This is an optimization exercise on Yosys and OpenROAD, whose aim is small area, not a production implementation.
Function was checked by simulation only, so behaviour that the tests miss may differ from the original.
The flow treats the clock pin as an ideal source, which a real chip does not have.

## flow/design.v (module list and top-level ports; edited modules follow where they fit)
// module fa: 4 lines
// module ha: 4 lines
// module mj: 3 lines
// module neural_pipeline_top: 1430 lines
module neural_pipeline_top (
    input wire clk,
    input wire rst,
    input wire signed [15:0] raw_in,
    output wire signed [15:0] vel_out
);
  // ...
==> flow/flow/run.sh <==
#!/bin/bash
# The standard layout (standard.sh, with the standard synthesis unchanged)
# plus three changes:
#  1. after the standard synthesis, the combinational logic other than the
#     full-adder and tie cells is re-mapped by ABC with an area script
#     (flow/reabc.abc); flip-flops and their names are left as they are;
#  2. port buffers use the smallest buffer cell (buf_1);
#  3. clock tree synthesis uses clkbuf_8 and no dummy loads; afterwards
#     clock buffers are downsized to clkbuf_4 where the clock-pin slew
#     allows it (flow/cts_trim.tcl).
# Each tool's output goes to a log file of its own in this folder.
set -euo pipefail
export BUFFER_PORTS_ARGS="-buffer_cell sky130_fd_sc_hd__buf_1"
export CTS_ARGS="-sink_clustering_enable -repair_clock_nets -dont_use_dummy_load -buf_list sky130_fd_sc_hd__clkbuf_8"

R=orfs/results/${FLOW_PLATFORM}/neural_pipeline_top/base
LIB=${FLOW_HOME}/platforms/${FLOW_PLATFORM}/lib/sky130_fd_sc_hd__tt_025C_1v80.lib
YOSYS=${FLOW_HOME}/../tools/install/yosys/bin/yosys
[ -x "$YOSYS" ] || YOSYS=yosys

bash standard.sh synth > standard_synth.log 2>&1
cp $R/1_2_yosys.v 1_2_yosys_standard.v

DU=""
for c in probe_p_8 probec_p_8 lpflow_bleeder_1 lpflow_clkbufkapwr_1 lpflow_clkbufkapwr_16 \
  lpflow_clkbufkapwr_2 lpflow_clkbufkapwr_4 lpflow_clkbufkapwr_8 lpflow_clkinvkapwr_1 \
  lpflow_clkinvkapwr_16 lpflow_clkinvkapwr_2 lpflow_clkinvkapwr_4 lpflow_clkinvkapwr_8 \
  lpflow_decapkapwr_12 lpflow_decapkapwr_3 lpflow_decapkapwr_4 lpflow_decapkapwr_6 \
  lpflow_decapkapwr_8 lpflow_inputiso0n_1 lpflow_inputiso0p_1 lpflow_inputiso1n_1 \
  lpflow_inputiso1p_1 lpflow_inputisolatch_1 lpflow_isobufsrc_1 lpflow_isobufsrc_16 \
  lpflow_isobufsrc_2 lpflow_isobufsrc_4 lpflow_isobufsrc_8 lpflow_isobufsrckapwr_16 \
  lpflow_lsbuf_lh_hl_isowell_tap_1 lpflow_lsbuf_lh_hl_isowell_tap_2 \
  lpflow_lsbuf_lh_hl_isowell_tap_4 lpflow_lsbuf_lh_isowell_4 lpflow_lsbuf_lh_isowell_tap_1 \
  lpflow_lsbuf_lh_isowell_tap_2 lpflow_lsbuf_lh_isowell_tap_4; do
  DU="$DU -dont_use sky130_fd_sc_hd__$c"
done

cat > reabc.ys <<EOT
read_liberty -ignore_miss_func $LIB
setattr -mod -set keep_hierarchy 1 sky130_fd_sc_hd__fa_1 sky130_fd_sc_hd__conb_1 sky130_fd_sc_hd__dfxtp_1
read_verilog 1_2_yosys_standard.v
hierarchy -top ${FLOW_TOP}
flatten
opt -purge
abc -liberty $LIB $DU -script flow/reabc.abc
opt_clean -purge

splitnets
opt_clean -purge
tee -o reabc_stat.txt stat -liberty $LIB
select ${FLOW_TOP}
write_verilog -noattr -nohex -nodec -selected $R/1_2_yosys.v
EOT
$YOSYS -s reabc.ys > reabc.log 2>&1

bash standard.sh cts > standard_to_cts.log 2>&1
OPENROAD=${FLOW_HOME}/../tools/install/OpenROAD/bin/openroad
[ -x "$OPENROAD" ] || OPENROAD=openroad
export R LIB
$OPENROAD -no_init -exit flow/cts_trim.tcl > cts_trim.log 2>&1

bash standard.sh > standard.log 2>&1
==> flow/flow/cts_trim.tcl <==
read_liberty $::env(LIB)
read_db $::env(R)/4_cts.odb
read_sdc $::env(R)/4_cts.sdc
source $::env(FLOW_HOME)/platforms/$::env(FLOW_PLATFORM)/setRC.tcl
set_propagated_clock [all_clocks]
estimate_parasitics -placement
proc maxslew {} {
  set ms 0
  foreach p [get_pins -of_objects [get_cells -filter "ref_name =~ *df*"] -filter "name == CLK"] {
    set s [get_property $p slew_max]
    if {$s > $ms} { set ms $s }
  }
  return $ms
}
puts "max clock-pin slew before: [maxslew]"
set small [[ord::get_db] findMaster sky130_fd_sc_hd__clkbuf_4]
foreach inst [[ord::get_db_block] getInsts] {
  set m [$inst getMaster]
  if {[$m getName] != "sky130_fd_sc_hd__clkbuf_8"} continue
  $inst swapMaster $small
  estimate_parasitics -placement
  set s [maxslew]
  if {$s > 0.110} {
    $inst swapMaster $m
    estimate_parasitics -placement
    puts "kept [$inst getName] ($s)"
  } else {
    puts "downsized [$inst getName] ($s)"
  }
}
puts "max clock-pin slew after: [maxslew]"
write_db $::env(R)/4_cts.odb
==> flow/flow/reabc.abc <==
strash
dch -f
amap
strash
dch -f
amap
strash
dch -f
amap
topo
==> flow/standard.sh <==
#!/bin/bash
# synth_recipe.tcl (not shown) runs the flow's synth.tcl, then flattens the netlist and writes it again
# the make line also repeats each setting of config.mk as NAME=value (left out here)
make -C /OpenROAD-flow-scripts/flow DESIGN_CONFIG=/design/flow/config.mk WORK_HOME=/design/flow/orfs CLKGATE_MAP_FILE= SYNTH_SCRIPT=/design/flow/synth_recipe.tcl "${@:-finish}"
==> flow/config.mk <==
export PLATFORM = sky130hd
export DESIGN_NAME = neural_pipeline_top
export DESIGN_NICKNAME = neural_pipeline_top
export VERILOG_FILES = /design/flow/design.v
export SDC_FILE = /design/flow/constraint.sdc
export NUM_CORES = 4
export LEC_CHECK = 0
export CAP_MARGIN = 20
export CORE_MARGIN = 2
export CORE_UTILIZATION = 70
export PLACE_DENSITY = 0.8
export SLEW_MARGIN = 20
export SYNTH_HIERARCHICAL = 1
==> flow/constraint.sdc <==
create_clock -name core_clock -period 25.0 [get_ports {clk}]
set_input_delay 5.0000 -clock core_clock [delete_from_list [all_inputs] [get_ports {clk}]]
set_output_delay 5.0000 -clock core_clock [all_outputs]
set_load 0.01 [all_outputs]
==> run notes, run 1 <==
* Met2 Wirelength at 11.61 mm
* Grt met3 use at 7.676%
* Global-route wire length before repair at 38.70 mm
* Outcome: finished clean
* Most frequent cells in the layout: 271 x fa_1, 141 x dfxtp_1, 129 x clkinv_1
* Area delta synth->final at 5.303%
* Global route total overflow at 0
* Least-Margin Pin Slew at 1.017 ns
* Required @ worst endpoint at 25.46 ns
* Comb_multi_in at 617
* Die Footprint at 16000 µm²
* Clock buffers at 17
* H-tree depth at 4
* CTS tree: yes
* Tap cells at 184
* Hold-fix buffers at CTS at 0
* Number of DRC markers in iteration 0 at 637
* Dpl ws at 4.080 ns
* TNS Setup at 0 ns
* Nature of the critical path endpoint: register
* Crit path buf inv count at 5
* Global routing's busiest layer: met2
* Largest net degree at the start of global routing at 57
* RSZ-0062 raised after global routing: false
* Reg2Reg Capture Point: y1[2]$_SDFF_PP0_
* Clk cell area share at 1.494%
* Number of global-route vias before repair at 7671
* Worst hold slack at 0.4188 ns
* CTS Buffer Depth at 2
* Max Cap Viol at 0
* Flip-flop and latch count at 141
==> module neural_pipeline_top, before the edit <==
module neural_pipeline_top (
    input wire clk,
    input wire rst,
    input wire signed [15:0] raw_in,
    output wire signed [15:0] vel_out
);
    genvar i;
    reg [14:0] S;       
    reg [14:0] v;       
    reg [15:0] x1n, x2, y1, y2n;
    wire [15:0] y2 = ~y2n;
    wire f1;
    wire f2;
    wire f3;
    wire f4;
    wire f5;
    wire f6;
    wire f7;
    wire f8;
    wire f9;
    wire f10;
    wire f11;
    wire f12;
    wire f13;
    wire f14;
    wire f15;
    wire f16;
    wire f17;
    wire f18;
    wire f19;
    wire f20;
    wire f21;
    wire f22;
    wire f23;
    wire f24;
    wire f25;
    wire f26;
    wire f27;
    wire f28;
    wire f29;
    wire f30;
    wire f31;
    wire f32;
    wire f33;
    wire f34;
    wire f35;
    wire f36;
    wire f37;
    wire f38;
    wire f39;
    wire f40;
    wire f41;
    wire f42;
    wire f43;
    wire f44;
    wire f45;
    wire f46;
    wire f47;
    wire f48;
    wire f49;
    wire f50;
    wire f51;
    wire f52;
    wire f53;
    wire f54;
    wire f55;
    wire f56;
    wire f57;
    wire f58;
    wire f59;
    wire f60;
    wire f61;
    wire f62;
    wire f63;
    wire f64;
    wire f65;
    wire f66;
    wire f67;
    wire f68;
    wire f69;
    wire f70;
    wire f71;
    wire f72;
    wire f73;
    wire f74;
    wire f75;
    wire f76;
    wire f77;
    wire f78;
    wire f79;
    wire f80;
    wire f81;
    wire f82;
    wire f83;
    wire f84;
    wire f85;
    wire f86;
    wire f87;
    wire f88;
    wire f89;
    wire f90;
    wire f91;
    wire f92;
    wire f93;
    wire f94;
    wire f95;
    wire f96;
    wire f97;
    wire f98;
    wire f99;
    wire f100;
    wire f101;
    wire f102;
    wire f103;
    wire f104;
    wire f105;
    wire f106;
    wire f107;
    wire f108;
    wire f109;
    wire f110;
    wire f111;
    wire f112;
    wire f113;
    wire f114;
    wire f115;
    wire f116;
    wire f117;
    wire f118;
    wire f119;
    wire f120;
    wire f121;
    wire f122;
    wire f123;
    wire f124;
    wire f125;
    wire f126;
    wire f127;
    wire f128;
    wire f129;
    wire f130;
    wire f131;
    wire f132;
    wire f133;
    wire f134;
    wire f135;
    wire f136;
    wire f137;
    wire f138;
    wire f139;
    wire f140;
    wire f141;
    wire f142;
    wire f143;
    wire f144;
    wire f145;
    wire f146;
    wire f147;
    wire f148;
    wire f149;
    wire f150;
    wire f151;
    wire f152;
    wire f153;
    wire f154;
    wire f155;
    wire f156;
    wire f157;
    wire f158;
    wire f159;
    wire f160;
    wire f161;
    wire f162;
    wire f163;
    wire f164;
    wire f165;
    wire f166;
    wire f167;
    wire f168;
    wire f169;
    wire f170;
    wire f171;
    wire f172;
    wire f173;
    wire f174;
    wire f175;
    wire f176;
    wire f177;
    wire f178;
    wire f179;
    wire f180;
    wire f181;
    wire f182;
    wire f183;
    wire f184;
    wire f185;
    wire f186;
    wire f187;
    wire f188;
    wire f189;
    wire f190;
    wire f191;
    wire f192;
    wire f193;
    wire f194;
    wire f195;
    wire f196;
    wire f197;
    wire f198;
    wire f199;
    wire f200;
    wire f201;
    wire f202;
    wire f203;
    wire f204;
    wire f205;
    wire f206;
    wire f207;
    wire f208;
    wire f209;
    wire f210;
    wire f211;
    wire f212;
    wire f213;
    wire f214;
    wire f215;
    wire f216;
    wire f217;
    wire f218;
    wire f219;
    wire f220;
    wire f221;
    wire f222;
    wire f223;
    wire f224;
    wire f225;
    wire f226;
    wire f227;
    wire f228;
    wire f229;
    wire f230;
    wire f231;
    wire f232;
    wire f233;
    wire f234;
    wire f235;
    wire f236;
    wire f237;
    wire f238;
    wire f239;
    wire f240;
    wire f241;
    wire f242;
    wire f243;
    wire f244;
    wire f245;
    wire f246;
    wire f247;
    wire f248;
    wire f249;
    wire f250;
    wire f251;
    wire f252;
    wire f253;
    wire f254;
    wire f255;
    wire f256;
    wire f257;
    wire f258;
    wire f259;
    wire f260;
    wire f261;
    wire f262;
    wire f263;
    wire f264;
    wire f265;
    wire f266;
    wire f267;
    wire f268;
    wire f269;
    wire f270;
    wire f271;
    wire f272;
    wire f273;
    wire f274;
    wire f275;
    wire f276;
    wire f277;
    wire f278;
    wire f279;
    wire f280;
    wire f281;
    wire f282;
    wire f283;
    wire f284;
    wire f285;
    wire f286;
    wire f287;
    wire f288;
    wire f289;
    wire f290;
    wire f291;
    wire f292;
    wire f293;
    wire f294;
    wire f295;
    wire f296;
    wire f297;
    wire f298;
    wire f299;
    wire f300;
    wire f301;
    wire f302;
    wire f303;
    wire f304;
    wire f305;
    wire f306;
    wire f307;
    wire f308;
    wire f309;
    wire f310;
    wire f311;
    wire f312;
    wire f313;
    wire f314;
    wire f315;
    wire f316;
    wire f317;
    wire f318;
    wire f319;
    wire f320;
    wire f321;
    wire f322;
    wire f323;
    wire f324;
    wire f325;
    wire f326;
    wire f327;
    wire f328;
    wire f329;
    wire f330;
    wire f331;
    wire f332;
    wire f333;
    wire f334;
    wire f335;
    wire f336;
    wire f337;
    wire f338;
    wire f339;
    wire f340;
    wire f341;
    wire f342;
    wire f343;
    wire f344;
    wire f345;
    wire f346;
    wire f347;
    wire f348;
    wire f349;
    wire f350;
    wire f351;
    wire f352;
    wire f353;
    wire f354;
    wire f355;
    wire f356;
    wire f357;
    wire f358;
    wire f359;
    wire f360;
    wire f361;
    wire f362;
    wire f363;
    wire f364;
    wire f365;
    wire f366;
    wire f367;
    wire f368;
    wire f369;
    wire f370;
    wire f371;
    wire f372;
    wire f373;
    wire f374;
    wire f375;
    wire f376;
    wire f377;
    wire f378;
    wire f379;
    wire f380;
    wire f381;
    wire f382;
    wire f383;
    wire f384;
    wire f385;
    wire f386;
    wire f387;
    wire f388;
    wire f389;
    wire f390;
    wire f391;
    wire f392;
    wire f393;
    wire f394;
    wire f395;
    wire f396;
    wire f397;
    wire f398;
    wire f399;
    wire f400;
    wire f401;
    wire f402;
    wire f403;
    wire f404;
    wire f405;
    wire f406;
    wire f407;
    wire f408;
    wire f409;
    wire f410;
    wire f411;
    wire f412;
    wire f413;
    wire f414;
    wire f415;
    wire f416;
    wire f417;
    wire f418;
    wire f419;
    wire f420;
    wire f421;
    wire f422;
    wire f423;
    wire f424;
    wire f425;
    wire f426;
    wire f427;
    wire f428;
    wire f429;
    wire f430;
    wire f431;
    wire f432;
    wire f433;
    wire f103_n = ~f103;
    wire f111_n = ~f111;
    wire f121_n = ~f121;
    wire f122_n = ~f122;
    wire f141_n = ~f141;
    wire f143_n = ~f143;
    wire f153_n = ~f153;
    wire f165_n = ~f165;
    wire f187_n = ~f187;
    wire f188_n = ~f188;
    wire f215_n = ~f215;
    wire f225_n = ~f225;
    wire f23_n = ~f23;
    wire f235_n = ~f235;
    wire f245_n = ~f245;
    wire f257_n = ~f257;
    wire f261_n = ~f261;
    wire f263_n = ~f263;
    wire f271_n = ~f271;
    wire f285_n = ~f285;
    wire f299_n = ~f299;
    wire f306_n = ~f306;
    wire f313_n = ~f313;
    wire f327_n = ~f327;
    wire f341_n = ~f341;
    wire f353_n = ~f353;
    wire f356_n = ~f356;
    wire f39_n = ~f39;
    wire f402_n = ~f402;
    wire f405_n = ~f405;
    wire f408_n = ~f408;
    wire f47_n = ~f47;
    wire f55_n = ~f55;
    wire f63_n = ~f63;
    wire f7_n = ~f7;
    wire f71_n = ~f71;
    wire f79_n = ~f79;
    wire f87_n = ~f87;
    wire f95_n = ~f95;
    wire raw_in_15_n = ~raw_in[15];
    wire x2_15_n = ~x2[15];
    wire y1_15_n = ~y1[15];
    wire y2n_0_n = ~y2n[0];
    wire y2n_10_n = ~y2n[10];
    wire y2n_11_n = ~y2n[11];
    wire y2n_12_n = ~y2n[12];
    wire y2n_13_n = ~y2n[13];
    wire y2n_14_n = ~y2n[14];
    wire y2n_1_n = ~y2n[1];
    wire y2n_2_n = ~y2n[2];
    wire y2n_3_n = ~y2n[3];
    wire y2n_4_n = ~y2n[4];
    wire y2n_5_n = ~y2n[5];
    wire y2n_6_n = ~y2n[6];
    wire y2n_7_n = ~y2n[7];
    wire y2n_8_n = ~y2n[8];
    wire y2n_9_n = ~y2n[9];
    ha f1_ha (.a(x2[0]), .b(raw_in[0]), .s(f1), .co(f2));
    fa f3_fa (.a(x1n[0]), .b(x2[1]), .c(y1[0]), .s(f3), .co(f4));
    fa f5_fa (.a(y2n[0]), .b(f3), .c(raw_in[1]), .s(f5), .co(f6));
    ha f7_ha (.a(f2), .b(f5), .s(f7), .co(f8));
    fa f9_fa (.a(x1n[1]), .b(x2[2]), .c(y1[1]), .s(f9), .co(f10));
    fa f11_fa (.a(y2n[1]), .b(f4), .c(f9), .s(f11), .co(f12));
    fa f13_fa (.a(f11), .b(raw_in[2]), .c(f6), .s(f13), .co(f14));
    assign f15 = ~(f8 ^ f13);
    assign f16 = f8 | f13;
    fa f17_fa (.a(x1n[2]), .b(x2[3]), .c(y1[2]), .s(f17), .co(f18));
    fa f19_fa (.a(y2n[2]), .b(f10), .c(f17), .s(f19), .co(f20));
    fa f21_fa (.a(f12), .b(f19), .c(raw_in[3]), .s(f21), .co(f22));
    fa f23_fa (.a(f21), .b(f14), .c(f16), .s(f23), .co(f24));
    fa f25_fa (.a(x1n[3]), .b(x2[4]), .c(y1[3]), .s(f25), .co(f26));
    fa f27_fa (.a(y2n[3]), .b(f18), .c(f25), .s(f27), .co(f28));
    fa f29_fa (.a(f20), .b(f27), .c(raw_in[4]), .s(f29), .co(f30));
    fa f31_fa (.a(f22), .b(f29), .c(f24), .s(f31), .co(f32));
    fa f33_fa (.a(x1n[4]), .b(x2[5]), .c(y1[4]), .s(f33), .co(f34));
    fa f35_fa (.a(y2n[4]), .b(f26), .c(f33), .s(f35), .co(f36));
    fa f37_fa (.a(f28), .b(f35), .c(raw_in[5]), .s(f37), .co(f38));
    fa f39_fa (.a(f30), .b(f37), .c(f32), .s(f39), .co(f40));
    fa f41_fa (.a(x1n[5]), .b(x2[6]), .c(y1[5]), .s(f41), .co(f42));
    fa f43_fa (.a(y2n[5]), .b(f34), .c(f41), .s(f43), .co(f44));
    fa f45_fa (.a(f36), .b(f43), .c(raw_in[6]), .s(f45), .co(f46));
    fa f47_fa (.a(f38), .b(f45), .c(f40), .s(f47), .co(f48));
    fa f49_fa (.a(x1n[6]), .b(x2[7]), .c(y1[6]), .s(f49), .co(f50));
    fa f51_fa (.a(y2n[6]), .b(f42), .c(f49), .s(f51), .co(f52));
    fa f53_fa (.a(f44), .b(f51), .c(raw_in[7]), .s(f53), .co(f54));
    fa f55_fa (.a(f46), .b(f53), .c(f48), .s(f55), .co(f56));
    fa f57_fa (.a(x1n[7]), .b(x2[8]), .c(y1[7]), .s(f57), .co(f58));
    fa f59_fa (.a(y2n[7]), .b(f50), .c(f57), .s(f59), .co(f60));
    fa f61_fa (.a(f52), .b(f59), .c(raw_in[8]), .s(f61), .co(f62));
    fa f63_fa (.a(f54), .b(f61), .c(f56), .s(f63), .co(f64));
    fa f65_fa (.a(x1n[8]), .b(x2[9]), .c(y1[8]), .s(f65), .co(f66));
    fa f67_fa (.a(y2n[8]), .b(f58), .c(f65), .s(f67), .co(f68));
    fa f69_fa (.a(f60), .b(f67), .c(raw_in[9]), .s(f69), .co(f70));
    fa f71_fa (.a(f62), .b(f69), .c(f64), .s(f71), .co(f72));
    fa f73_fa (.a(x1n[9]), .b(x2[10]), .c(y1[9]), .s(f73), .co(f74));
    fa f75_fa (.a(y2n[9]), .b(f66), .c(f73), .s(f75), .co(f76));
    fa f77_fa (.a(f68), .b(f75), .c(raw_in[10]), .s(f77), .co(f78));
    fa f79_fa (.a(f70), .b(f77), .c(f72), .s(f79), .co(f80));
    fa f81_fa (.a(x1n[10]), .b(x2[11]), .c(y1[10]), .s(f81), .co(f82));
    fa f83_fa (.a(y2n[10]), .b(f74), .c(f81), .s(f83), .co(f84));
    fa f85_fa (.a(f76), .b(f83), .c(raw_in[11]), .s(f85), .co(f86));
    fa f87_fa (.a(f78), .b(f85), .c(f80), .s(f87), .co(f88));
    fa f89_fa (.a(x1n[11]), .b(x2[12]), .c(y1[11]), .s(f89), .co(f90));
    fa f91_fa (.a(y2n[11]), .b(f82), .c(f89), .s(f91), .co(f92));
    fa f93_fa (.a(f84), .b(f91), .c(raw_in[12]), .s(f93), .co(f94));
    fa f95_fa (.a(f86), .b(f93), .c(f88), .s(f95), .co(f96));
    fa f97_fa (.a(x1n[12]), .b(x2[13]), .c(y1[12]), .s(f97), .co(f98));
    fa f99_fa (.a(y2n[12]), .b(f90), .c(f97), .s(f99), .co(f100));
    fa f101_fa (.a(f92), .b(f99), .c(raw_in[13]), .s(f101), .co(f102));
    fa f103_fa (.a(f94), .b(f101), .c(f96), .s(f103), .co(f104));
    fa f105_fa (.a(x1n[13]), .b(x2[14]), .c(y1[13]), .s(f105), .co(f106));
    fa f107_fa (.a(y2n[13]), .b(f98), .c(f105), .s(f107), .co(f108));
    fa f109_fa (.a(f100), .b(f107), .c(raw_in[14]), .s(f109), .co(f110));
    fa f111_fa (.a(f102), .b(f109), .c(f104), .s(f111), .co(f112));
    fa f113_fa (.a(x1n[14]), .b(y1[14]), .c(y2n[14]), .s(f113), .co(f114));
    fa f115_fa (.a(f106), .b(f113), .c(f108), .s(f115), .co(f116));
    fa f117_fa (.a(x2_15_n), .b(f115), .c(raw_in_15_n), .s(f117), .co(f118));
    fa f119_fa (.a(f110), .b(f117), .c(f112), .s(f119), .co(f120));
    fa f121_fa (.a(x1n[15]), .b(y1[15]), .c(y2n[15]), .s(f121), .co(f122));
    fa f123_fa (.a(f114), .b(f121_n), .c(f116), .s(f123), .co(f124));
    fa f125_fa (.a(f123), .b(f118), .c(f120), .s(f125), .co(f126));
    fa f127_fa (.a(f122_n), .b(f124), .c(f126), .s(f127), .co(f128));
    ha f129_ha (.a(y1[0]), .b(y2n_0_n), .s(f129), .co(f130));
    fa f131_fa (.a(y1[1]), .b(y2n_1_n), .c(f130), .s(f131), .co(f132));
    fa f133_fa (.a(y1[2]), .b(y2n_2_n), .c(f132), .s(f133), .co(f134));
    fa f135_fa (.a(y1[3]), .b(y2n_3_n), .c(f134), .s(f135), .co(f136));
    fa f137_fa (.a(y1[4]), .b(y2n_4_n), .c(f136), .s(f137), .co(f138));
    fa f139_fa (.a(y1[5]), .b(y2n_5_n), .c(f138), .s(f139), .co(f140));
    fa f141_fa (.a(y1[6]), .b(y2n_6_n), .c(f140), .s(f141), .co(f142));
    fa f143_fa (.a(y1[7]), .b(y2n_7_n), .c(f142), .s(f143), .co(f144));
    fa f145_fa (.a(y1[8]), .b(y2n_8_n), .c(f144), .s(f145), .co(f146));
    fa f147_fa (.a(y1[9]), .b(y2n_9_n), .c(f146), .s(f147), .co(f148));
    fa f149_fa (.a(y1[10]), .b(y2n_10_n), .c(f148), .s(f149), .co(f150));
    fa f151_fa (.a(y1[11]), .b(y2n_11_n), .c(f150), .s(f151), .co(f152));
    fa f153_fa (.a(y1[12]), .b(y2n_12_n), .c(f152), .s(f153), .co(f154));
    fa f155_fa (.a(y1[13]), .b(y2n_13_n), .c(f154), .s(f155), .co(f156));
    fa f157_fa (.a(y1[14]), .b(y2n_14_n), .c(f156), .s(f157), .co(f158));
    fa f159_fa (.a(y1_15_n), .b(y2n[15]), .c(f158), .s(f159), .co(f160));
    assign f161 = ~(f129 ^ ~f1);
    assign f162 = f129 | ~f1;
    mj f164_mj (.a(f131), .b(f162), .c(f7_n), .y(f164));
    fa f165_fa (.a(f129), .b(f1), .c(f15), .s(f165), .co(f166));
    mj f168_mj (.a(f133), .b(f164), .c(f165_n), .y(f168));
    fa f169_fa (.a(f131), .b(f7), .c(f166), .s(f169), .co(f170));
    fa f171_fa (.a(f135), .b(f23_n), .c(f168), .s(f171), .co(f172));
    assign f173 = ~(~f169 ^ f171);
    assign f174 = ~f169 | f171;
    fa f175_fa (.a(f133), .b(f1), .c(f15), .s(f175), .co(f176));
    fa f177_fa (.a(f175), .b(f170), .c(f31), .s(f177), .co(f178));
    fa f179_fa (.a(f137), .b(f172), .c(f174), .s(f179), .co(f180));
    assign f181 = ~(~f177 ^ f179);
    assign f182 = ~f177 | f179;
    fa f183_fa (.a(f135), .b(f7), .c(f176), .s(f183), .co(f184));
    fa f185_fa (.a(f23), .b(f183), .c(f39), .s(f185), .co(f186));
    fa f187_fa (.a(f139), .b(f180), .c(f182), .s(f187), .co(f188));
    mj f190_mj (.a(f178), .b(f185), .c(f187_n), .y(f190));
    fa f191_fa (.a(f137), .b(f15), .c(f184), .s(f191), .co(f192));
    fa f193_fa (.a(f31), .b(f191), .c(f47), .s(f193), .co(f194));
    fa f195_fa (.a(f141_n), .b(f186), .c(f193), .s(f195), .co(f196));
    mj f198_mj (.a(f195), .b(f188_n), .c(f190), .y(f198));
    fa f199_fa (.a(f139), .b(f143_n), .c(f1), .s(f199), .co(f200));
    fa f201_fa (.a(f199), .b(f23), .c(f192), .s(f201), .co(f202));
    fa f203_fa (.a(f39), .b(f201), .c(f55), .s(f203), .co(f204));
    fa f205_fa (.a(f194), .b(f196), .c(f203), .s(f205), .co(f206));
    assign f207 = ~(~f205 ^ ~f198);
    assign f208 = ~f205 | ~f198;
    fa f209_fa (.a(f141), .b(f200), .c(f7), .s(f209), .co(f210));
    fa f211_fa (.a(f209), .b(f31), .c(f202), .s(f211), .co(f212));
    fa f213_fa (.a(f47), .b(f211), .c(f63), .s(f213), .co(f214));
    fa f215_fa (.a(f204), .b(f206), .c(f213), .s(f215), .co(f216));
    mj f218_mj (.a(f145), .b(f215_n), .c(f208), .y(f218));
    fa f219_fa (.a(f143), .b(f15), .c(f210), .s(f219), .co(f220));
    fa f221_fa (.a(f219), .b(f39), .c(f212), .s(f221), .co(f222));
    fa f223_fa (.a(f55), .b(f221), .c(f71), .s(f223), .co(f224));
    fa f225_fa (.a(f214), .b(f216), .c(f223), .s(f225), .co(f226));
    mj f228_mj (.a(f147), .b(f225_n), .c(f218), .y(f228));
    fa f229_fa (.a(f145), .b(f220), .c(f23), .s(f229), .co(f230));
    fa f231_fa (.a(f229), .b(f47), .c(f222), .s(f231), .co(f232));
    fa f233_fa (.a(f63), .b(f231), .c(f79), .s(f233), .co(f234));
    fa f235_fa (.a(f224), .b(f226), .c(f233), .s(f235), .co(f236));
    mj f238_mj (.a(f149), .b(f235_n), .c(f228), .y(f238));
    fa f239_fa (.a(f147), .b(f31), .c(f230), .s(f239), .co(f240));
    fa f241_fa (.a(f239), .b(f55), .c(f232), .s(f241), .co(f242));
    fa f243_fa (.a(f71), .b(f241), .c(f87), .s(f243), .co(f244));
    fa f245_fa (.a(f234), .b(f236), .c(f243), .s(f245), .co(f246));
    mj f248_mj (.a(f151), .b(f245_n), .c(f238), .y(f248));
    fa f249_fa (.a(y2n[0]), .b(f149), .c(f153_n), .s(f249), .co(f250));
    fa f251_fa (.a(f249), .b(f39), .c(f240), .s(f251), .co(f252));
    fa f253_fa (.a(f251), .b(f63), .c(f242), .s(f253), .co(f254));
    fa f255_fa (.a(f79), .b(f253), .c(f95), .s(f255), .co(f256));
    fa f257_fa (.a(f244), .b(f246), .c(f255), .s(f257), .co(f258));
    fa f259_fa (.a(f1), .b(f257_n), .c(f248), .s(f259), .co(f260));
    fa f261_fa (.a(y2n[1]), .b(f151), .c(f250), .s(f261), .co(f262));
    fa f263_fa (.a(f155), .b(f261_n), .c(f7), .s(f263), .co(f264));
    fa f265_fa (.a(f263_n), .b(f47), .c(f252), .s(f265), .co(f266));
    fa f267_fa (.a(f265), .b(f71), .c(f254), .s(f267), .co(f268));
    fa f269_fa (.a(f87), .b(f267), .c(f103), .s(f269), .co(f270));
    fa f271_fa (.a(f256), .b(f258), .c(f269), .s(f271), .co(f272));
    ha f273_ha (.a(f271_n), .b(f260), .s(f273), .co(f274));
    fa f275_fa (.a(y2n[2]), .b(f153), .c(f262), .s(f275), .co(f276));
    fa f277_fa (.a(f157), .b(f15), .c(f264), .s(f277), .co(f278));
    fa f279_fa (.a(f275), .b(f55), .c(f266), .s(f279), .co(f280));
    fa f281_fa (.a(f279), .b(f79), .c(f268), .s(f281), .co(f282));
    fa f283_fa (.a(f95), .b(f281), .c(f111), .s(f283), .co(f284));
    fa f285_fa (.a(f270), .b(f272), .c(f283), .s(f285), .co(f286));
    fa f287_fa (.a(f277), .b(f285_n), .c(f274), .s(f287), .co(f288));
    fa f289_fa (.a(y2n[3]), .b(f155), .c(f276), .s(f289), .co(f290));
    fa f291_fa (.a(f159), .b(f278), .c(f23), .s(f291), .co(f292));
    fa f293_fa (.a(f289), .b(f63), .c(f280), .s(f293), .co(f294));
    fa f295_fa (.a(f293), .b(f87), .c(f282), .s(f295), .co(f296));
    fa f297_fa (.a(f103), .b(f295), .c(f119), .s(f297), .co(f298));
    fa f299_fa (.a(f284), .b(f286), .c(f297), .s(f299), .co(f300));
    fa f301_fa (.a(f291), .b(f299_n), .c(f288), .s(f301), .co(f302));
    fa f303_fa (.a(y2n[4]), .b(f157), .c(f290), .s(f303), .co(f304));
    fa f305_fa (.a(f160), .b(f31), .c(f292), .s(f305), .co(f306));
    fa f307_fa (.a(f303), .b(f71), .c(f294), .s(f307), .co(f308));
    fa f309_fa (.a(f307), .b(f95), .c(f296), .s(f309), .co(f310));
    fa f311_fa (.a(f111), .b(f309), .c(f125), .s(f311), .co(f312));
    fa f313_fa (.a(f298), .b(f300), .c(f311), .s(f313), .co(f314));
    fa f315_fa (.a(f305), .b(f313_n), .c(f302), .s(f315), .co(f316));
    fa f317_fa (.a(y2n[5]), .b(f159), .c(f304), .s(f317), .co(f318));
    fa f319_fa (.a(f317), .b(f39_n), .c(f306_n), .s(f319), .co(f320));
    fa f321_fa (.a(f319), .b(f79), .c(f308), .s(f321), .co(f322));
    fa f323_fa (.a(f321), .b(f103), .c(f310), .s(f323), .co(f324));
    fa f325_fa (.a(f119), .b(f323), .c(f127), .s(f325), .co(f326));
    fa f327_fa (.a(f312), .b(f314), .c(f325), .s(f327), .co(f328));
    fa f329_fa (.a(f327_n), .b(f316), .c(f315), .s(f329), .co(f330));
    fa f331_fa (.a(y2n[6]), .b(f160), .c(f318), .s(f331), .co(f332));
    fa f333_fa (.a(f331), .b(f47_n), .c(f320), .s(f333), .co(f334));
    fa f335_fa (.a(f333), .b(f87), .c(f322), .s(f335), .co(f336));
    fa f337_fa (.a(f335), .b(f111), .c(f324), .s(f337), .co(f338));
    fa f339_fa (.a(f125), .b(f128), .c(f337), .s(f339), .co(f340));
    fa f341_fa (.a(f326), .b(f339), .c(f328), .s(f341), .co(f342));
    fa f343_fa (.a(f341_n), .b(f330), .c(f329), .s(f343), .co(f344));
    fa f345_fa (.a(y2n[7]), .b(f332), .c(f55_n), .s(f345), .co(f346));
    fa f347_fa (.a(f345), .b(f95), .c(f336), .s(f347), .co(f348));
    fa f349_fa (.a(f347), .b(f119), .c(f338), .s(f349), .co(f350));
    fa f351_fa (.a(f127), .b(f340), .c(f349), .s(f351), .co(f352));
    fa f353_fa (.a(f334), .b(f351), .c(f342), .s(f353), .co(f354));
    fa f355_fa (.a(f353_n), .b(f344), .c(f343), .s(f355), .co(f356));
    fa f357_fa (.a(y2n[8]), .b(f63_n), .c(f346), .s(f357), .co(f358));
    fa f359_fa (.a(f357), .b(f103), .c(f348), .s(f359), .co(f360));
    fa f361_fa (.a(f359), .b(f125), .c(f128), .s(f361), .co(f362));
    fa f363_fa (.a(f350), .b(f361), .c(f352), .s(f363), .co(f364));
    fa f365_fa (.a(f363), .b(f354), .c(f356_n), .s(f365), .co(f366));
    fa f367_fa (.a(y2n[9]), .b(f71_n), .c(f358), .s(f367), .co(f368));
    fa f369_fa (.a(f367), .b(f111), .c(f360), .s(f369), .co(f370));
    fa f371_fa (.a(f369), .b(f127), .c(f362), .s(f371), .co(f372));
    fa f373_fa (.a(f371), .b(f364), .c(f366), .s(f373), .co(f374));
    fa f375_fa (.a(y2n[10]), .b(f79_n), .c(f368), .s(f375), .co(f376));
    fa f377_fa (.a(f375), .b(f119), .c(f370), .s(f377), .co(f378));
    fa f379_fa (.a(f377), .b(f128), .c(f372), .s(f379), .co(f380));
    fa f381_fa (.a(f379), .b(f374), .c(f373), .s(f381), .co(f382));
    fa f383_fa (.a(y2n[11]), .b(f87_n), .c(f376), .s(f383), .co(f384));
    fa f385_fa (.a(f383), .b(f125), .c(f378), .s(f385), .co(f386));
    fa f387_fa (.a(f385), .b(f380), .c(f382), .s(f387), .co(f388));
    fa f389_fa (.a(y2n[12]), .b(f95_n), .c(f384), .s(f389), .co(f390));
    fa f391_fa (.a(f389), .b(f127), .c(f386), .s(f391), .co(f392));
    fa f393_fa (.a(f391), .b(f388), .c(f387), .s(f393), .co(f394));
    fa f395_fa (.a(y2n[13]), .b(f103_n), .c(f390), .s(f395), .co(f396));
    fa f397_fa (.a(f395), .b(f128), .c(f392), .s(f397), .co(f398));
    fa f399_fa (.a(f397), .b(f394), .c(f393), .s(f399), .co(f400));
    fa f401_fa (.a(y2n[14]), .b(f111_n), .c(f396), .s(f401), .co(f402));
    fa f403_fa (.a(f401), .b(f398), .c(f400), .s(f403), .co(f404));
    fa f405_fa (.a(y2n[15]), .b(f119), .c(f402_n), .s(f405), .co(f406));
    fa f407_fa (.a(f405_n), .b(f404), .c(f403), .s(f407), .co(f408));
    fa f409_fa (.a(f125), .b(f406), .c(f408_n), .s(f409), .co(f410));
    fa f411_fa (.a(f127), .b(f410), .c(f409), .s(f411), .co(f412));
    assign f413 = f128 ^ f412 ^ f411;
    assign f415 = f259;
    assign f416 = f273;
    assign f417 = f287;
    assign f418 = f301;
    assign f419 = ~f315;
    assign f420 = ~f329;
    assign f421 = ~f343;
    assign f422 = f355;
    assign f423 = ~f365;
    assign f424 = f373;
    assign f425 = ~f381;
    assign f426 = f387;
    assign f427 = f393;
    assign f428 = ~f399;
    assign f429 = f403;
    assign f430 = ~f407;
    assign f431 = ~f409;
    assign f432 = ~f411;
    assign f433 = f413;
    wire [30:12] ya;
    assign ya[12] = f415;
    assign ya[13] = f416;
    assign ya[14] = f417;
    assign ya[15] = f418;
    assign ya[16] = f419;
    assign ya[17] = f420;
    assign ya[18] = f421;
    assign ya[19] = f422;
    assign ya[20] = f423;
    assign ya[21] = f424;
    assign ya[22] = f425;
    assign ya[23] = f426;
    assign ya[24] = f427;
    assign ya[25] = f428;
    assign ya[26] = f429;
    assign ya[27] = f430;
    assign ya[28] = f431;
    assign ya[29] = f432;
    assign ya[30] = f433;
    wire ovf = (ya[30] != ya[27]) | (ya[29] != ya[27]) | (ya[28] != ya[27]);
    wire [15:0] y_comb = ovf ? {ya[30], {15{~ya[30]}}} : ya[27:12];
    always @(posedge clk) begin
        if (rst) begin
            x1n <= 16'hffff;
            x2 <= 0;
            y1 <= 0;
            y2n <= 16'hffff;
        end else begin
            x1n <= ~raw_in;
            x2 <= ~x1n;
            y1 <= y_comb;
            y2n <= ~y1;
        end
    end
    reg [28:0] acc;
    wire [14:0] ax = y2[14:0] ^ {15{y2[15]}};
    wire cin = y2[15] & (|y2[14:0]);
    wire t1;
    wire t2;
    wire t3;
    wire t4;
    wire t5;
    wire t6;
    wire t7;
    wire t8;
    wire t9;
    wire t10;
    wire t11;
    wire t12;
    wire t13;
    wire t14;
    wire t15;
    wire t16;
    wire t17;
    wire t18;
    wire t19;
    wire t20;
    wire t21;
    wire t22;
    wire t23;
    wire t24;
    wire t25;
    wire t26;
    wire t27;
    wire t28;
    wire t29;
    wire t30;
    wire t31;
    wire t32;
    wire t33;
    wire t34;
    wire t35;
    wire t36;
    wire t37;
    wire t38;
    wire t39;
    wire t40;
    wire t41;
    wire t42;
    wire t43;
    wire t44;
    wire t45;
    wire t46;
    wire t47;
    wire t48;
    wire t49;
    wire t50;
    wire t51;
    wire t52;
    wire t53;
    wire t54;
    wire t55;
    wire t56;
    wire t57;
    wire t58;
    wire t59;
    wire t60;
    wire t61;
    wire t62;
    wire t63;
    wire t64;
    wire t65;
    wire t66;
    wire t67;
    wire t68;
    wire t69;
    wire t70;
    wire t71;
    wire t72;
    wire t73;
    wire t74;
    wire t75;
    wire t76;
    wire t77;
    wire t78;
    wire t79;
    wire t80;
    wire t81;
    wire t82;
    wire t83;
    wire t84;
    wire t85;
    wire t86;
    wire t87;
    wire t88;
    wire t89;
    wire t90;
    wire t91;
    wire t92;
    wire t93;
    wire t94;
    wire t95;
    wire t96;
    wire t97;
    wire t98;
    wire t99;
    wire t100;
    wire t101;
    wire t102;
    wire t103;
    wire t104;
    wire t105;
    wire t106;
    wire t107;
    wire t108;
    wire t109;
    wire t110;
    wire t111;
    wire t112;
    wire t113;
    wire t114;
    wire t115;
    wire t116;
    wire t117;
    wire t118;
    wire t119;
    wire t120;
    wire t121;
    wire t122;
    wire t123;
    wire t124;
    wire t125;
    wire t126;
    wire t127;
    wire t128;
    wire t129;
    wire t130;
    wire t131;
    wire t132;
    wire t133;
    wire t134;
    wire t135;
    wire t136;
    wire t137;
    wire t138;
    wire t139;
    wire t140;
    wire t141;
    wire t142;
    wire t143;
    wire t144;
    wire t145;
    wire t146;
    wire t147;
    wire t148;
    wire t149;
    wire t150;
    wire t151;
    wire t152;
    wire t153;
    wire t154;
    wire t155;
    wire t156;
    wire t157;
    wire t158;
    wire t159;
    wire t160;
    wire t161;
    wire t162;
    wire t163;
    wire t164;
    wire t165;
    wire t166;
    wire t167;
    wire t168;
    wire t169;
    wire t170;
    wire t171;
    wire t172;
    wire t173;
    wire t174;
    wire t175;
    wire t176;
    wire t177;
    wire t178;
    wire t179;
    wire t180;
    wire t181;
    wire t182;
    wire t183;
    wire t184;
    wire t185;
    wire t186;
    wire t187;
    wire t188;
    wire t189;
    wire t190;
    wire t191;
    wire t192;
    wire t193;
    wire t194;
    wire t195;
    wire t196;
    wire t197;
    wire t198;
    wire t199;
    wire t200;
    wire t201;
    wire t202;
    wire t203;
    wire t204;
    wire t205;
    wire t206;
    wire t207;
    wire t208;
    wire t209;
    wire t210;
    wire t211;
    wire t212;
    wire t213;
    wire t214;
    wire t215;
    wire t216;
    wire t217;
    wire t218;
    wire t219;
    wire t220;
    wire t221;
    wire t222;
    wire t223;
    wire t224;
    wire t225;
    wire t226;
    wire t227;
    wire t228;
    wire acc_15_n = ~acc[15];
    wire acc_16_n = ~acc[16];
    wire acc_17_n = ~acc[17];
    wire acc_18_n = ~acc[18];
    wire acc_19_n = ~acc[19];
    wire acc_20_n = ~acc[20];
    wire acc_21_n = ~acc[21];
    wire acc_22_n = ~acc[22];
    wire acc_23_n = ~acc[23];
    wire acc_24_n = ~acc[24];
    wire acc_25_n = ~acc[25];
    wire acc_26_n = ~acc[26];
    wire acc_27_n = ~acc[27];
    wire acc_28_n = ~acc[28];
    fa t1_fa (.a(acc[0]), .b(ax[0]), .c(cin), .s(t1), .co(t2));
    assign t3 = ~(~acc[14] ^ t1);
    assign t4 = ~acc[14] | t1;
    fa t5_fa (.a(acc[1]), .b(ax[1]), .c(t2), .s(t5), .co(t6));
    fa t7_fa (.a(acc_15_n), .b(t4), .c(t5), .s(t7), .co(t8));
    fa t9_fa (.a(acc[2]), .b(acc_16_n), .c(ax[2]), .s(t9), .co(t10));
    fa t11_fa (.a(t9), .b(t6), .c(t8), .s(t11), .co(t12));
    fa t13_fa (.a(acc[3]), .b(ax[3]), .c(t10), .s(t13), .co(t14));
    fa t15_fa (.a(acc_17_n), .b(t13), .c(t12), .s(t15), .co(t16));
    fa t17_fa (.a(acc[4]), .b(ax[4]), .c(t14), .s(t17), .co(t18));
    fa t19_fa (.a(acc_18_n), .b(t17), .c(t16), .s(t19), .co(t20));
    fa t21_fa (.a(acc[5]), .b(acc_19_n), .c(ax[5]), .s(t21), .co(t22));
    fa t23_fa (.a(t21), .b(t18), .c(t20), .s(t23), .co(t24));
    fa t25_fa (.a(acc[6]), .b(ax[6]), .c(t22), .s(t25), .co(t26));
    fa t27_fa (.a(acc_20_n), .b(t25), .c(t24), .s(t27), .co(t28));
    fa t29_fa (.a(acc[7]), .b(ax[7]), .c(t26), .s(t29), .co(t30));
    fa t31_fa (.a(acc_21_n), .b(t29), .c(t28), .s(t31), .co(t32));
    fa t33_fa (.a(acc[8]), .b(acc_22_n), .c(ax[8]), .s(t33), .co(t34));
    fa t35_fa (.a(t33), .b(t30), .c(t32), .s(t35), .co(t36));
    fa t37_fa (.a(acc[9]), .b(ax[9]), .c(t34), .s(t37), .co(t38));
    fa t39_fa (.a(acc_23_n), .b(t37), .c(t36), .s(t39), .co(t40));
    fa t41_fa (.a(acc[10]), .b(ax[10]), .c(t38), .s(t41), .co(t42));
    fa t43_fa (.a(acc_24_n), .b(t41), .c(t40), .s(t43), .co(t44));
    fa t45_fa (.a(acc[11]), .b(acc_25_n), .c(ax[11]), .s(t45), .co(t46));
    fa t47_fa (.a(t45), .b(t42), .c(t44), .s(t47), .co(t48));
    fa t49_fa (.a(acc[12]), .b(ax[12]), .c(t46), .s(t49), .co(t50));
    fa t51_fa (.a(acc_26_n), .b(t49), .c(t48), .s(t51), .co(t52));
    fa t53_fa (.a(acc[13]), .b(ax[13]), .c(t50), .s(t53), .co(t54));
    fa t55_fa (.a(acc_27_n), .b(t53), .c(t52), .s(t55), .co(t56));
    fa t57_fa (.a(acc[14]), .b(acc_28_n), .c(ax[14]), .s(t57), .co(t58));
    fa t59_fa (.a(t57), .b(t54), .c(t56), .s(t59), .co(t60));
    fa t61_fa (.a(acc[15]), .b(t58), .c(t60), .s(t61), .co(t62));
    fa t63_fa (.a(acc[16]), .b(t62), .c(t61), .s(t63), .co(t64));
    fa t65_fa (.a(acc[17]), .b(t64), .c(t63), .s(t65), .co(t66));
    fa t67_fa (.a(acc[18]), .b(t66), .c(t65), .s(t67), .co(t68));
    fa t69_fa (.a(acc[19]), .b(t68), .c(t67), .s(t69), .co(t70));
    fa t71_fa (.a(acc[20]), .b(t70), .c(t69), .s(t71), .co(t72));
    fa t73_fa (.a(acc[21]), .b(t72), .c(t71), .s(t73), .co(t74));
    fa t75_fa (.a(acc[22]), .b(t74), .c(t73), .s(t75), .co(t76));
    fa t77_fa (.a(acc[23]), .b(t76), .c(t75), .s(t77), .co(t78));
    fa t79_fa (.a(acc[24]), .b(t78), .c(t77), .s(t79), .co(t80));
    fa t81_fa (.a(acc[25]), .b(t80), .c(t79), .s(t81), .co(t82));
    fa t83_fa (.a(acc[26]), .b(t82), .c(t81), .s(t83), .co(t84));
    fa t85_fa (.a(acc[27]), .b(t84), .c(t83), .s(t85), .co(t86));
    assign t87 = acc[28] ^ t86 ^ t85;
    assign t89 = t3;
    assign t90 = t7;
    assign t91 = t11;
    assign t92 = t15;
    assign t93 = t19;
    assign t94 = t23;
    assign t95 = t27;
    assign t96 = t31;
    assign t97 = t35;
    assign t98 = t39;
    assign t99 = t43;
    assign t100 = t47;
    assign t101 = t51;
    assign t102 = t55;
    assign t103 = t59;
    assign t104 = ~t61;
    assign t105 = ~t63;
    assign t106 = ~t65;
    assign t107 = ~t67;
    assign t108 = ~t69;
    assign t109 = ~t71;
    assign t110 = ~t73;
    assign t111 = ~t75;
    assign t112 = ~t77;
    assign t113 = ~t79;
    assign t114 = ~t81;
    assign t115 = ~t83;
    assign t116 = ~t85;
    assign t117 = ~t87;
    ha t118_ha (.a(acc[16]), .b(acc[14]), .s(t118), .co(t119));
    fa t120_fa (.a(acc[17]), .b(acc[15]), .c(t119), .s(t120), .co(t121));
    fa t122_fa (.a(acc[18]), .b(acc[16]), .c(t121), .s(t122), .co(t123));
    fa t124_fa (.a(acc[19]), .b(acc[17]), .c(t123), .s(t124), .co(t125));
    fa t126_fa (.a(acc[20]), .b(acc[18]), .c(t125), .s(t126), .co(t127));
    fa t128_fa (.a(acc[21]), .b(acc[19]), .c(t127), .s(t128), .co(t129));
    fa t130_fa (.a(acc[22]), .b(acc[20]), .c(t129), .s(t130), .co(t131));
    fa t132_fa (.a(acc[23]), .b(acc[21]), .c(t131), .s(t132), .co(t133));
    fa t134_fa (.a(acc[24]), .b(acc[22]), .c(t133), .s(t134), .co(t135));
    fa t136_fa (.a(acc[25]), .b(acc[23]), .c(t135), .s(t136), .co(t137));
    fa t138_fa (.a(acc[26]), .b(acc[24]), .c(t137), .s(t138), .co(t139));
    fa t140_fa (.a(acc[27]), .b(acc[25]), .c(t139), .s(t140), .co(t141));
    fa t142_fa (.a(acc[28]), .b(acc[26]), .c(t141), .s(t142), .co(t143));
    ha t144_ha (.a(acc[27]), .b(t143), .s(t144), .co(t145));
    ha t146_ha (.a(acc[28]), .b(t145), .s(t146), .co(t147));
    ha t148_ha (.a(acc[14]), .b(t120), .s(t148), .co(t149));
    fa t150_fa (.a(acc[15]), .b(t149), .c(t122), .s(t150), .co(t151));
    fa t152_fa (.a(t118), .b(t124), .c(t151), .s(t152), .co(t153));
    fa t154_fa (.a(t120), .b(t126), .c(t153), .s(t154), .co(t155));
    fa t156_fa (.a(t122), .b(t128), .c(t155), .s(t156), .co(t157));
    fa t158_fa (.a(t124), .b(t130), .c(t157), .s(t158), .co(t159));
    fa t160_fa (.a(t126), .b(t132), .c(t159), .s(t160), .co(t161));
    fa t162_fa (.a(t128), .b(t134), .c(t161), .s(t162), .co(t163));
    fa t164_fa (.a(t130), .b(t136), .c(t163), .s(t164), .co(t165));
    fa t166_fa (.a(t132), .b(t138), .c(t165), .s(t166), .co(t167));
    fa t168_fa (.a(t134), .b(t140), .c(t167), .s(t168), .co(t169));
    fa t170_fa (.a(t136), .b(t142), .c(t169), .s(t170), .co(t171));
    fa t172_fa (.a(t138), .b(t144), .c(t171), .s(t172), .co(t173));
    fa t174_fa (.a(t140), .b(t146), .c(t173), .s(t174), .co(t175));
    fa t176_fa (.a(t142), .b(t147), .c(t175), .s(t176), .co(t177));
    assign t178 = t144 ^ t177;
    assign t180 = t148;
    assign t181 = t150;
    assign t182 = t152;
    assign t183 = t154;
    assign t184 = t156;
    assign t185 = t158;
    assign t186 = t160;
    assign t187 = t162;
    assign t188 = t164;
    assign t189 = t166;
    assign t190 = t168;
    assign t191 = t170;
    assign t192 = t172;
    assign t193 = t174;
    assign t194 = t176;
    assign t195 = t178;
    assign t197 = y1[0] & m[0];
    mj t199_mj (.a(y1[1]), .b(m[1]), .c(t197), .y(t199));
    mj t201_mj (.a(y1[2]), .b(m[2]), .c(t199), .y(t201));
    mj t203_mj (.a(y1[3]), .b(m[3]), .c(t201), .y(t203));
    mj t205_mj (.a(y1[4]), .b(m[4]), .c(t203), .y(t205));
    mj t207_mj (.a(y1[5]), .b(m[5]), .c(t205), .y(t207));
    mj t209_mj (.a(y1[6]), .b(m[6]), .c(t207), .y(t209));
    mj t211_mj (.a(y1[7]), .b(m[7]), .c(t209), .y(t211));
    mj t213_mj (.a(y1[8]), .b(m[8]), .c(t211), .y(t213));
    mj t215_mj (.a(y1[9]), .b(m[9]), .c(t213), .y(t215));
    mj t217_mj (.a(y1[10]), .b(m[10]), .c(t215), .y(t217));
    mj t219_mj (.a(y1[11]), .b(m[11]), .c(t217), .y(t219));
    mj t221_mj (.a(y1[12]), .b(m[12]), .c(t219), .y(t221));
    mj t223_mj (.a(y1[13]), .b(m[13]), .c(t221), .y(t223));
    mj t225_mj (.a(y1[14]), .b(m[14]), .c(t223), .y(t225));
    mj t227_mj (.a(y1[15]), .b(m[15]), .c(t225), .y(t227));
    assign t228 = t227;
    wire [28:0] acc_nx;
    assign acc_nx[0] = t89;
    assign acc_nx[1] = t90;
    assign acc_nx[2] = t91;
    assign acc_nx[3] = t92;
    assign acc_nx[4] = t93;
    assign acc_nx[5] = t94;
    assign acc_nx[6] = t95;
    assign acc_nx[7] = t96;
    assign acc_nx[8] = t97;
    assign acc_nx[9] = t98;
    assign acc_nx[10] = t99;
    assign acc_nx[11] = t100;
    assign acc_nx[12] = t101;
    assign acc_nx[13] = t102;
    assign acc_nx[14] = t103;
    assign acc_nx[15] = t104;
    assign acc_nx[16] = t105;
    assign acc_nx[17] = t106;
    assign acc_nx[18] = t107;
    assign acc_nx[19] = t108;
    assign acc_nx[20] = t109;
    assign acc_nx[21] = t110;
    assign acc_nx[22] = t111;
    assign acc_nx[23] = t112;
    assign acc_nx[24] = t113;
    assign acc_nx[25] = t114;
    assign acc_nx[26] = t115;
    assign acc_nx[27] = t116;
    assign acc_nx[28] = t117;
    wire [15:0] m;
    assign m[0] = t180;
    assign m[1] = t181;
    assign m[2] = t182;
    assign m[3] = t183;
    assign m[4] = t184;
    assign m[5] = t185;
    assign m[6] = t186;
    assign m[7] = t187;
    assign m[8] = t188;
    assign m[9] = t189;
    assign m[10] = t190;
    assign m[11] = t191;
    assign m[12] = t192;
    assign m[13] = t193;
    assign m[14] = t194;
    assign m[15] = t195;
    wire c16 = t228;
    always @(posedge clk) begin
        if (rst)
            acc <= 0;
        else
            acc <= acc_nx;
    end
    wire m1;
    wire m2;
    wire m3;
    wire m4;
    wire m5;
    wire m6;
    wire m7;
    wire m8;
    wire m9;
    wire m10;
    wire m11;
    wire m12;
    wire m13;
    wire m14;
    wire m15;
    wire m16;
    wire m17;
    wire m18;
    wire m19;
    wire m20;
    wire m21;
    wire m22;
    wire m23;
    wire m24;
    wire m25;
    wire m26;
    wire m27;
    wire m28;
    wire m29;
    wire m30;
    wire m31;
    assign m1 = y1[0];
    assign m2 = y1[1] | m1;
    assign m3 = y1[2] | m2;
    assign m4 = y1[3] | m3;
    assign m5 = y1[4] & m4;
    assign m6 = y1[5] | m5;
    assign m7 = y1[6] & m6;
    assign m8 = y1[7] & m7;
    assign m9 = y1[8] | m8;
    assign m10 = y1[9] & m9;
    assign m11 = y1[10] | m10;
    assign m12 = y1[11] & m11;
    assign m13 = y1[12] | m12;
    assign m14 = y1[13] | m13;
    assign m15 = y1[14] | m14;
    assign m16 = ~y1[15] | m15;
    assign m17 = S[0];
    assign m18 = S[1] | m17;
    assign m19 = S[2] | m18;
    assign m20 = S[3] | m19;
    assign m21 = S[4] | m20;
    assign m22 = S[5] | m21;
    assign m23 = S[6] | m22;
    assign m24 = S[7] | m23;
    assign m25 = S[8] | m24;
    assign m26 = S[9] | m25;
    assign m27 = S[10] | m26;
    assign m28 = S[11] | m27;
    assign m29 = S[12] & m28;
    assign m30 = S[13] | m29;
    assign m31 = S[14] & m30;
    wire above = m16;
    wire over = m31;
    wire mz = ~|m[14:0];
    wire below = m[15] ? (~mz & ~(y1[15] ^ c16)) : (y1[15] & ~c16);
    reg [4:0] timer;
    wire idle = (timer == 5'd0);
    wire spike = (timer == 5'd20);
    wire [5:0] tbw;                    
    assign tbw[0] = 1'b1;
    generate for (i = 0; i < 5; i = i + 1) begin : g_dec
        assign tbw[i+1] = tbw[i] & ~timer[i];
    end endgenerate
    always @(posedge clk) begin
        if (rst)
            timer <= 0;
        else if (!idle)
            timer <= timer ^ tbw[4:0];
        else if (below && above)
            timer <= 5'd20;
    end
    reg [10:0] u;
    wire [11:0] uc;
    assign uc[0] = 1'b1;
    generate for (i = 0; i < 11; i = i + 1) begin : g_inc
        assign uc[i+1] = uc[i] & u[i];
    end endgenerate
    wire u_last = (u == 11'd1499);
    wire u_zero = (u == 11'd0);         
    wire upd = (u == 11'd1);            
    reg done;
    wire wend = S[6] & S[5] & S[1] & S[0];         
    always @(posedge clk) begin
        if (rst) begin
            u <= 11'd1;
            done <= 1'b0;
        end else begin
            u <= u_last ? 11'd0 : (u ^ uc[10:0]);
            if (u_zero && wend)
                done <= 1'b1;
        end
    end
    wire sp = done & spike;
    wire pwin = (u[10:4] == 7'd0);                
    wire mult = done & pwin & (u[3] | u[2]);      
    wire kbit = ~u[1] | (u[3] & u[2]);            
    reg pending;
    wire add = ~pwin & ~u_last & ~over & (sp | pending);
    always @(posedge clk) begin
        if (rst)
            pending <= 1'b0;
        else
            pending <= pwin & (pending | sp);
    end
    wire inc = ~done & u_zero;                    
    wire [14:0] bop = mult ? (kbit ? v : 15'd0) : ((add ? 15'd819 : 15'd0) | {14'd0, inc});
    wire clear = done ? upd : (u_zero & wend);
    wire s1;
    wire s2;
    wire s3;
    wire s4;
    wire s5;
    wire s6;
    wire s7;
    wire s8;
    wire s9;
    wire s10;
    wire s11;
    wire s12;
    wire s13;
    wire s14;
    wire s15;
    wire s16;
    wire s17;
    wire s18;
    wire s19;
    wire s20;
    wire s21;
    wire s22;
    wire s23;
    wire s24;
    wire s25;
    wire s26;
    wire s27;
    wire s28;
    wire s29;
    wire s30;
    wire s31;
    wire s32;
    wire s33;
    wire s34;
    wire s35;
    wire s36;
    wire s37;
    wire s38;
    wire s39;
    wire s40;
    wire s41;
    wire s42;
    wire s43;
    wire s44;
    wire s45;
    wire s46;
    ha s1_ha (.a(S[0]), .b(bop[0]), .s(s1), .co(s2));
    fa s3_fa (.a(S[1]), .b(bop[1]), .c(s2), .s(s3), .co(s4));
    fa s5_fa (.a(S[2]), .b(bop[2]), .c(s4), .s(s5), .co(s6));
    fa s7_fa (.a(S[3]), .b(bop[3]), .c(s6), .s(s7), .co(s8));
    fa s9_fa (.a(S[4]), .b(bop[4]), .c(s8), .s(s9), .co(s10));
    fa s11_fa (.a(S[5]), .b(bop[5]), .c(s10), .s(s11), .co(s12));
    fa s13_fa (.a(S[6]), .b(bop[6]), .c(s12), .s(s13), .co(s14));
    fa s15_fa (.a(S[7]), .b(bop[7]), .c(s14), .s(s15), .co(s16));
    fa s17_fa (.a(S[8]), .b(bop[8]), .c(s16), .s(s17), .co(s18));
    fa s19_fa (.a(S[9]), .b(bop[9]), .c(s18), .s(s19), .co(s20));
    fa s21_fa (.a(S[10]), .b(bop[10]), .c(s20), .s(s21), .co(s22));
    fa s23_fa (.a(S[11]), .b(bop[11]), .c(s22), .s(s23), .co(s24));
    fa s25_fa (.a(S[12]), .b(bop[12]), .c(s24), .s(s25), .co(s26));
    fa s27_fa (.a(S[13]), .b(bop[13]), .c(s26), .s(s27), .co(s28));
    fa s29_fa (.a(S[14]), .b(bop[14]), .c(s28), .s(s29), .co(s30));
    assign s31 = s1;
    assign s32 = s3;
    assign s33 = s5;
    assign s34 = s7;
    assign s35 = s9;
    assign s36 = s11;
    assign s37 = s13;
    assign s38 = s15;
    assign s39 = s17;
    assign s40 = s19;
    assign s41 = s21;
    assign s42 = s23;
    assign s43 = s25;
    assign s44 = s27;
    assign s45 = s29;
    assign s46 = s30;
    wire [15:0] ssum;
    assign ssum[0] = s31;
    assign ssum[1] = s32;
    assign ssum[2] = s33;
    assign ssum[3] = s34;
    assign ssum[4] = s35;
    assign ssum[5] = s36;
    assign ssum[6] = s37;
    assign ssum[7] = s38;
    assign ssum[8] = s39;
    assign ssum[9] = s40;
    assign ssum[10] = s41;
    assign ssum[11] = s42;
    assign ssum[12] = s43;
    assign ssum[13] = s44;
    assign ssum[14] = s45;
    assign ssum[15] = s46;
    always @(posedge clk) begin
        if (rst || clear)
            S <= 0;
        else if (mult)
            S <= ssum[15:1];
        else
            S <= ssum[14:0];
        if (rst)
            v <= 0;
        else if (upd && done)
            v <= over ? 15'd20480 : S[14:0];
    end
    assign vel_out = {1'b0, v};
endmodule
==> run 2: changes to the inputs <==
--- a/flow/design.v
+++ b/flow/design.v
@@ -1301,21 +1301,24 @@
             timer <= 5'd20;
     end
-    reg [10:0] u;
-    wire [11:0] uc;
-    assign uc[0] = 1'b1;
-    generate for (i = 0; i < 11; i = i + 1) begin : g_inc
-        assign uc[i+1] = uc[i] & u[i];
-    end endgenerate
-    wire u_last = (u == 11'd1499);
-    wire u_zero = (u == 11'd0);         
-    wire upd = (u == 11'd1);            
+    reg [3:0] lo;
+    reg [6:0] b;
+    wire b0 = (b == 7'd0);
+    wire b93 = (b == 7'd39);
+    wire lo15 = &lo;
+    wire upd = b93 & lo15;                        
+    wire u_zero = b93 & (lo == 4'd14);            
+    wire u_last = b93 & (lo == 4'd13);            
+    wire [3:0] lo_inc = lo + 4'd1;
     reg done;
     wire wend = S[6] & S[5] & S[1] & S[0];         
     always @(posedge clk) begin
         if (rst) begin
-            u <= 11'd1;
+            lo <= 4'd15;
+            b <= 7'd39;
             done <= 1'b0;
         end else begin
-            u <= u_last ? 11'd0 : (u ^ uc[10:0]);
+            lo <= (lo15 & b93) ? 4'd4 : lo_inc;
+            if (lo15)
+                b <= b93 ? 7'd0 : {b[5:0], ~(b[6] ^ b[5])};
             if (u_zero && wend)
                 done <= 1'b1;
@@ -1323,7 +1326,7 @@
     end
     wire sp = done & spike;
-    wire pwin = (u[10:4] == 7'd0);                
-    wire mult = done & pwin & (u[3] | u[2]);      
-    wire kbit = ~u[1] | (u[3] & u[2]);            
+    wire pwin = b0 | (b93 & (lo[3:1] == 3'b111));  
+    wire mult = done & b0;                        
+    wire kbit = ~lo[1] | (lo[3] & lo[2]);         
     reg pending;
     wire add = ~pwin & ~u_last & ~over & (sp | pending);
==> run 2 against run 1 <==
  * Still clean on timing, DRC and antenna
  * Cell count fell by 0.53%
  * Via count down 2.3%
  * First-iteration DRC count shrank 25%
  * Sequential share of layout area rose by 0.064 points
  * Global-route usage decreased by 0.66 points
  * Synthesized area fell by 0.18%
  * Worst hold slack improved by 0.023 ns
  * Synthesized cell count decreased by 0.68%
  * Critical path depth is the same
  * Largest cell class unchanged
==> run notes, run 2 <==
* Post-route insts no fill at 1119 (was 1125)
* Grt met3 use at 7.001% (was 7.676%)
* GR Layer Usage met2 at 53.73% (was 52.50%)
* Row Count at 44 (unchanged)
* Starting Density at 71.84% (was 71.97%)
* Clock-pin transition on the worst setup and hold timing paths at 0.08 ns (was 0.10 ns)
* Dpl ws at 4.118 ns (was 4.080 ns)
* Number of buffers created by CTS at 17 (unchanged)
* Hold-fix buffers at CTS at 0 (unchanged)
* Utilization after layout at 75.60% (was 75.79%)
* Yosys warns at 7 (unchanged)
* Slowest cell on crit path: fa_1 (unchanged)
* Number of DRC markers in iteration 0 at 479 (was 637)
* Number of global-route vias before repair at 7667 (was 7671)
* DR DRC count at 0 (unchanged)
* Global route total overflow at 0 (unchanged)
* Largest net degree at the start of global routing at 57 (unchanged)
* Rel. slew slack at 53.08% (was 31.77%)
* Die Y at 126.4 µm (was 126.5 µm)
* Setup Buffers After CTS at 0 (unchanged)
* Critical Path Max Stage Delay at 0.70 ns (was 0.71 ns)
* Required @ worst endpoint at 25.47 ns (was 25.46 ns)
* Post_cts resized at 0 (unchanged)
* Global routing's busiest layer: met2 (unchanged)
* Crit path time final at 20.26 ns (was 20.36 ns)
* Largest Register: acc (unchanged)
* Met1 usage at 39.63% (was 44.23%)
* RSZ-0062 raised after global routing: false (unchanged)
* Pre-antenna DRT Iters at 5 (was 6)
* Kind of critical path: in -> reg (unchanged)
* Gr usage total at 31.41% (was 32.07%)
* Clock root cell: clkbuf_8 (unchanged)
* Placed inst area at 10870 µm² (was 10890 µm²)
* Outcome: finished clean (unchanged)
* WP data arrival at 20.73 ns (was 20.82 ns)
* Layout cells sized above 1 at 2.460% (was 2.550%)
* RePlAce Congestion at 0.8872 (was 0.9996)
* HPWL Detailed at 18.16 mm (was 18.68 mm)
* Antenna-violating nets left at 0 (unchanged)
* H-tree depth at 4 (unchanged)
* Per-cell routed wire length at 19.85 µm (was 20.14 µm)
* Final-layout fill cell count at 925 (was 964)
* Max Cap Viol at 0 (unchanged)
* Highest net fanout along the worst path at 15 (unchanged)
* Final worst-path cycle share at 81.02% (was 81.43%)
* Area delta synth->final at 5.228% (was 5.303%)
* # setup viols final at 0 (unchanged)
* Core Box Area at 14590 µm² (unchanged)
* Most frequent cells in the layout: 271 x fa_1, 145 x clkinv_1, 141 x dfxtp_1 (was 271 x fa_1, 141 x dfxtp_1, 129 x clkinv_1)
* Diodes inserted at 0 (unchanged)
* Min-Delay Path Class: reg -> reg (unchanged)
* Nets@finish at 1226 (was 1232)
* CTS tree: yes (unchanged)
* Placed Cells at 1102 (was 1108)
* CP dominant cell by count: fa_1 (unchanged)
* Max Clk Rate at 0.04937 GHz (was 0.04912 GHz)
* Final setup margin at 4.744 ns (was 4.642 ns)
* CTS Buffer Depth at 2 (unchanged)
* Least-Margin Pin Slew at 0.6991 ns (was 1.017 ns)
* Global-route wire length before repair at 37.77 mm (was 38.70 mm)
* Most common cell after layout, fill and taps aside: fa_1 (unchanged)
* Die Wd at 126.4 µm (was 126.5 µm)
* Die Footprint at 15970 µm² (was 16000 µm²)
* Mapped Area at 10480 µm² (was 10500 µm²)
* DRT Wirelength at 22.21 mm (was 22.66 mm)
* Max FFs per register at 29 (unchanged)
* Initial antenna violation count at 0 (unchanged)
* Slew Limit Fails at 0 (unchanged)
* Ports at 34 (unchanged)
* Final Hold Fails at 0 (unchanged)
* Post-route design area at 11030 µm² (was 11060 µm²)
* TNS Setup at 0 ns (unchanged)
* Nature of the critical path endpoint: register (unchanged)
* IO Port Bufs at 32 (unchanged)
* Worst hold slack at 0.4422 ns (was 0.4188 ns)
* TritonCTS Sinks at 141 (unchanged)
* Latest clock arrival within the worst-skew pair at 0.57 ns (about the same)
* Average size of a mapped cell at 11.90 µm² (was 11.84 µm²)
* Worst clock skew at 0.02953 ns (was 0.03356 ns)
* Crit start category: primary input (unchanged)
* Via-to-Cell Ratio at 5.945 (was 6.052)
* Post-Syn Nets at 1170 (was 1176)
* Vias at 6652 (was 6808)
* Gate count of the mapped netlist at 881 (was 887)
run 2: cell count changes in the layout (fill, tap and decap cells not counted), moves of 3 or more:
cell / before / now
nor3_1: 13 / 6
o221ai_1: 2 / 7
a22oi_1: 2 / 7
nand2_1: 56 / 65
a21oi_1: 13 / 16
nor2_1: 96 / 70
a221o_1: 3 / 0
o22ai_1: 44 / 47
o21ai_0: 36 / 31
clkinv_1: 129 / 145
or4_1: 3 / 0
o32ai_1: 2 / 5
a211oi_1: 6 / 3
run 2: routing by layer:
metal | up-vias | share of wire [%]
li1 | 2923 | -
met1 | 3430 | 39
met2 | 231 | 51
met3 | 68 | 5.8
met4 | 0 | 3.6
met5 | - | 0
run 2: path summary, 6_finish.rpt:
check                                        from           endpoint  slack (ns)  cells after the start
worst min register to register  x1n[2]$_SDFF_PP1_   x2[2]$_SDFF_PP0_        0.44                      1
worst max-delay path                    raw_in[1]  y1[13]$_SDFF_PP0_        4.74                     43
worst min-delay path            x1n[2]$_SDFF_PP1_   x2[2]$_SDFF_PP0_        0.44                      1
worst max register to register  y2n[1]$_SDFF_PP1_  y1[13]$_SDFF_PP0_        6.70                     48
run 2: area by class of cell:
cell class / count / area, µm² / share of cell area, %
Sequential cell: 141 / 2823 / 25.59
Multi-Input combinational cell: 595 / 7114 / 64.50
Inverter: 145 / 544.3 / 4.935
Tap cell: 184 / 230.2 / 2.087
Timing Repair Buffer: 37 / 158.9 / 1.441
Clock buffer: 17 / 158.9 / 1.441
run 2: critical path: cells and delay by family:
family                   cells  cell delay (ns)
adder cells (fa/ha/maj)     32            14.18
AO/OA/AOI/OAI                3             0.66
AND/OR/NAND/NOR              3             0.49
buffers and inverters        5             0.41

re-timing with driven ports:
In the flow no input, the clock included, has a driving cell. The finished layouts below were timed again as built, in two steps.
Step 1 (the two cells are an assumption about what drives the block):
set clk [get_ports {clk}]
set_driving_cell -lib_cell sky130_fd_sc_hd__clkbuf_16 $clk
set_driving_cell -lib_cell sky130_fd_sc_hd__buf_2 [delete_from_list [all_inputs] $clk]
Step 2 also shifts input and output timing later by t, the mid clock arrival at the registers, as if the neighbouring blocks saw the same clock.
Three values: no drivers, after step 1, after step 2; two values: the first two.
run | t (ns) | slack for setup (ns) | hold slack, ns | worst setup path after step 2 | latest minus earliest clock arrival (ns)
run 1 | 0.591 | 4.642 / 4.657 / 4.066 | 0.419 / 0.419 / 0.419 | input to register | 0.035 / 0.035
run 2 | 0.585 | 4.744 / 4.756 / 4.171 | 0.442 / 0.442 / 0.442 | input to register | 0.030 / 0.030
After both steps every run listed still meets setup and hold. The setup slack of run 1, which loses most, moves by +0.015 ns with the drivers and by -0.576 ns with both steps.
